Context: an optimization exercise on an open-source flow, tuned for small area and few clock cycles. The choices shown serve that exercise and are no tape-out recipe.
The RTL was checked by simulation tests, not by an equivalence proof against the original design.
No activity file was given, so power comes from the tool's default toggle rates.

==> flow/design.v <==
`timescale 1ns / 1ps
module powlib_ipram_top(clk,rst,wraddr,wrdata,wrvld,wrrdy,rdaddr,rddata,rdvld,rdrdy);
  input  wire             clk;
  input  wire             rst;
  input  wire [31:0]      wraddr;
  input  wire [36:0]      wrdata;
  input  wire             wrvld;
  output wire             wrrdy;
  output wire [31:0]      rdaddr;
  output wire [36:0]      rddata;
  output wire             rdvld;
  input  wire             rdrdy;
  reg  [31:0] mem [0:63];
  reg  [31:0] h_addr, h_data, s_addr;
  reg  [5:0]  s_idx;
  reg         h_vld,  s_vld;
  wire [5:0]  idx   = wraddr[7:2];
  wire        op_rd = wrdata[36];
  wire [3:0]  be    = wrdata[35:32];
  wire h_load = !h_vld || rdrdy;
  wire blk    = s_vld && !rdrdy && (s_idx == idx);
  assign wrrdy = op_rd ? (!s_vld || rdrdy) : !blk;
  wire wr     = wrvld && !op_rd && !blk && !rst;
  wire rd     = wrvld && op_rd && (!s_vld || rdrdy) && !rst;
  wire [255:0] we;
  ram_wrdec wrdec_inst (.idx(idx),.wr(wr),.be(be),.we(we));
  integer w, k;
  always @(posedge clk) begin
    for (w=0; w<64; w=w+1)
      for (k=0; k<4; k=k+1)
        if (we[4*w+k]) mem[w][k*8+:8] <= wrdata[k*8+:8];
  end
  wire [5:0]  r_idx = s_vld ? s_idx : idx;
  wire [31:0] r_word;
  ram_rdmux rdmux_inst (
    .idx(r_idx),
    .words({mem[63],mem[62],mem[61],mem[60],mem[59],mem[58],mem[57],mem[56],
            mem[55],mem[54],mem[53],mem[52],mem[51],mem[50],mem[49],mem[48],
            mem[47],mem[46],mem[45],mem[44],mem[43],mem[42],mem[41],mem[40],
            mem[39],mem[38],mem[37],mem[36],mem[35],mem[34],mem[33],mem[32],
            mem[31],mem[30],mem[29],mem[28],mem[27],mem[26],mem[25],mem[24],
            mem[23],mem[22],mem[21],mem[20],mem[19],mem[18],mem[17],mem[16],
            mem[15],mem[14],mem[13],mem[12],mem[11],mem[10],mem[9], mem[8],
            mem[7], mem[6], mem[5], mem[4], mem[3], mem[2], mem[1], mem[0]}),
    .word(r_word));
  always @(posedge clk) begin
    if (h_load) begin
      h_addr <= s_vld ? s_addr : wrdata[31:0];
      h_data <= r_word;
    end
  end
  wire s_load = h_vld && (s_vld == rdrdy);
  always @(posedge clk) begin
    if (s_load) begin
      s_addr <= wrdata[31:0];
      s_idx  <= idx;
    end
  end
  always @(posedge clk) begin
    if (rst) begin
      h_vld <= 1'b0;
      s_vld <= 1'b0;
    end else begin
      if (h_load) h_vld <= s_vld || rd;
      if (h_load) s_vld <= s_vld && rd;
      else        s_vld <= s_vld || rd;
    end
  end
  assign rdaddr = h_addr;
  assign rddata = {5'b01111, h_data};
  assign rdvld  = h_vld;
endmodule
module ram_rdmux(idx,words,word);
  input  wire [5:0]    idx;
  input  wire [2047:0] words;
  output wire [31:0]   word;
  wire [63:0] sel;
  genvar gi, gb;
  for (gi=0; gi<64; gi=gi+1) begin : g_sel
    assign sel[gi] = (idx == gi);
  end
  for (gb=0; gb<32; gb=gb+1) begin : g_bit
    wire [21:0] grp_n;
    wire [5:0]  any;
    wire [2:0]  none;
    for (gi=0; gi<21; gi=gi+1) begin : g_grp
      ram_aoi222 aoi_inst (
        .a1(sel[3*gi]),  .a2(words[(3*gi)*32+gb]),
        .b1(sel[3*gi+1]),.b2(words[(3*gi+1)*32+gb]),
        .c1(sel[3*gi+2]),.c2(words[(3*gi+2)*32+gb]),
        .y(grp_n[gi]));
    end
    ram_nand2 last_inst (.a(sel[63]),.b(words[63*32+gb]),.y(grp_n[21]));
    for (gi=0; gi<5; gi=gi+1) begin : g_n4
      ram_nand4 n4_inst (.a(grp_n[4*gi]),.b(grp_n[4*gi+1]),.c(grp_n[4*gi+2]),.d(grp_n[4*gi+3]),.y(any[gi]));
    end
    ram_nand2 n2_inst (.a(grp_n[20]),.b(grp_n[21]),.y(any[5]));
    for (gi=0; gi<3; gi=gi+1) begin : g_r2
      ram_nor2 r2_inst (.a(any[2*gi]),.b(any[2*gi+1]),.y(none[gi]));
    end
    ram_nand3 o_inst (.a(none[0]),.b(none[1]),.c(none[2]),.y(word[gb]));
  end
endmodule
module ram_wrdec(idx,wr,be,we);
  input  wire [5:0]   idx;
  input  wire         wr;
  input  wire [3:0]   be;
  output wire [255:0] we;
  wire [7:0]  lo_n;    
  wire [7:0]  hi;      
  wire [31:0] hb_n;    
  genvar gh, gl, gk;
  for (gl=0; gl<8; gl=gl+1) begin : g_lo
    assign lo_n[gl] = !(idx[2:0] == gl);
  end
  for (gh=0; gh<8; gh=gh+1) begin : g_hi
    assign hi[gh] = wr && (idx[5:3] == gh);
    for (gk=0; gk<4; gk=gk+1) begin : g_hb
      ram_nand2 hb_inst (.a(hi[gh]),.b(be[gk]),.y(hb_n[4*gh+gk]));
      for (gl=0; gl<8; gl=gl+1) begin : g_we
        ram_nor2 we_inst (.a(hb_n[4*gh+gk]),.b(lo_n[gl]),.y(we[4*(8*gh+gl)+gk]));
      end
    end
  end
endmodule
module ram_aoi222(a1,a2,b1,b2,c1,c2,y);
  input  wire a1, a2, b1, b2, c1, c2;
  output wire y;
  assign y = !((a1 && a2) || (b1 && b2) || (c1 && c2));
endmodule
module ram_nand4(a,b,c,d,y);
  input  wire a, b, c, d;
  output wire y;
  assign y = !(a && b && c && d);
endmodule
module ram_nand3(a,b,c,y);
  input  wire a, b, c;
  output wire y;
  assign y = !(a && b && c);
endmodule
module ram_nand2(a,b,y);
  input  wire a, b;
  output wire y;
  assign y = !(a && b);
endmodule
module ram_nor2(a,b,y);
  input  wire a, b;
  output wire y;
  assign y = !(a || b);
endmodule
make LEC_CHECK=0 CAP_MARGIN=20 CORE_MARGIN=2 CORE_UTILIZATION=70 CTS_CLUSTER_DIAMETER=100 CTS_CLUSTER_SIZE=25 SLEW_MARGIN=20 SYNTH_HIERARCHICAL=1 finish   # period 4.0 ns
run.sh (not shown) runs the stock make flow with config.mk's settings and CLKGATE_MAP_FILE= SYNTH_SCRIPT=/design/flow/synth_recipe.tcl, a recipe that flattens the netlist after the stock synthesis.
The starting point completed with no timing, DRC or antenna violations.
Testbench counts at the start, summed over its fixed seeds: cycles 8,048.
Then changed:
- CORE_UTILIZATION: 70 -> 65
- CTS_CLUSTER_DIAMETER: 100 -> 60
- CTS_CLUSTER_SIZE: 25 -> 40
Effect: The new run produced a clean layout. Worst hold slack gains 0.21 ns. First-iteration DRC count came out lower by 6.5%. Flip-flop and latch count is unchanged. Power climbs by about 12%. Cell count climbs by 1.6%. Synthesized area does not change. Design area goes up by about 1.4%. Worst setup slack gets better by 0.069 ns. Sequential share of layout area came out lower by 1.0 points.
Then changed:
==> flow/flow/run.sh (new file) <==
#!/bin/bash
set -euo pipefail
cat >> config.mk <<'CFG'
export BUFFER_PORTS_ARGS = -buffer_cell sky130_fd_sc_hd__buf_1
export RECOVER_POWER = 100
CFG
bash standard.sh finish > flow_make.log 2>&1
==> flow/standard.sh (new file) <==
#!/bin/bash
# synth_recipe.tcl (not shown) runs the flow's synth.tcl, then flattens the netlist and writes it again
# the make line also repeats each setting of config.mk as NAME=value (left out here)
make -C /OpenROAD-flow-scripts/flow DESIGN_CONFIG=/design/flow/config.mk WORK_HOME=/design/flow/orfs CLKGATE_MAP_FILE= SYNTH_SCRIPT=/design/flow/synth_recipe.tcl "${@:-finish}"
- BUFFER_PORTS_ARGS: default -> -buffer_cell sky130_fd_sc_hd__buf_1
- CTS_CLUSTER_DIAMETER: 60 -> 150
- CTS_CLUSTER_SIZE: 40 -> 30
- RECOVER_POWER: default -> 100
removed: flow/run.sh
What happened: With this change the flow finished but fails on max-capacitance violations, max-slew violations; final area fell by 6.1%; wire length fell by 1.0%; worst setup slack gets worse by 0.21 ns; register-to-register slack gets worse by 0.21 ns; core utilization fell by 4.6 points; clock power fell by 35%; synthesized cell count is unchanged; sequential power barely changes; non-clock buffer count fell by 200; flip-flop and latch count does not change.
Then changed:
--- a/flow/flow/run.sh
+++ b/flow/flow/run.sh
@@ -4,3 +4,2 @@
 export BUFFER_PORTS_ARGS = -buffer_cell sky130_fd_sc_hd__buf_1
-export RECOVER_POWER = 100
 CFG
- RECOVER_POWER: 100 -> default
Now the flow completed with no timing, DRC or antenna violations.
Clock-buffer cell count does not change.
Critical path depth is lower by 1.
Final area climbs by 0.36%.
Then changed:
==> flow/run.sh (new file) <==
#!/bin/bash
# synth_recipe.tcl (not shown) runs the flow's synth.tcl, then flattens the netlist and writes it again
# the make line also repeats each setting of config.mk as NAME=value (left out here)
make -C /OpenROAD-flow-scripts/flow DESIGN_CONFIG=/design/flow/config.mk WORK_HOME=/design/flow/orfs CLKGATE_MAP_FILE= SYNTH_SCRIPT=/design/flow/synth_recipe.tcl finish
- BUFFER_PORTS_ARGS: -buffer_cell sky130_fd_sc_hd__buf_1 -> default
removed: flow/flow/run.sh
removed: flow/standard.sh
Worst setup slack improved by 0.16 ns.
Clock-buffer cell count climbs by 1.
Power is higher by about 0.55%.
Die area stays the same.
Via count rises by about 1.6%.

==> port drivers added, routing unchanged <==
How much do the figures lean on ideal ports? The routed layouts below were timed once more, with nothing changed but the port constraints.
Step 1: set_driving_cell puts a clkbuf_16 on clk and a buf_2 on each other input, an assumption about the parent block.
Step 2 moves the port delays by t, midway between the first and last clock arrival at a register: inputs arrive t later, outputs are due t later. That takes back most of the time a late clock gives input paths.
Slacks: ideal ports / drivers / drivers and shift; pairs: ideal ports / drivers.
run	t, ns	slack for setup (ns)	hold WS [ns]	worst register clock-pin slew, ns	worst slew at a driven data input, ns
the first run	0.790	0.237 / 0.219 / -0.496	0.341 / 0.286 / 0.559	0.10 / 0.10	0.16
the second run	0.835	0.305 / 0.305 / -0.329	0.549 / 0.535 / 0.549	0.10 / 0.10	0.08
the third run	0.766	0.096 / 0.096 / -0.423	0.351 / 0.298 / 0.559	0.11 / 0.11	0.04
the fourth run	0.767	0.114 / 0.114 / -0.190	0.340 / 0.292 / 0.559	0.11 / 0.11	0.04
the fifth run	0.776	0.277 / 0.277 / -0.340	0.559 / 0.559 / 0.559	0.11 / 0.11	0.08
For the first run, which loses most, drivers alone change the setup slack by -0.018 ns; drivers and shift together by -0.733 ns.
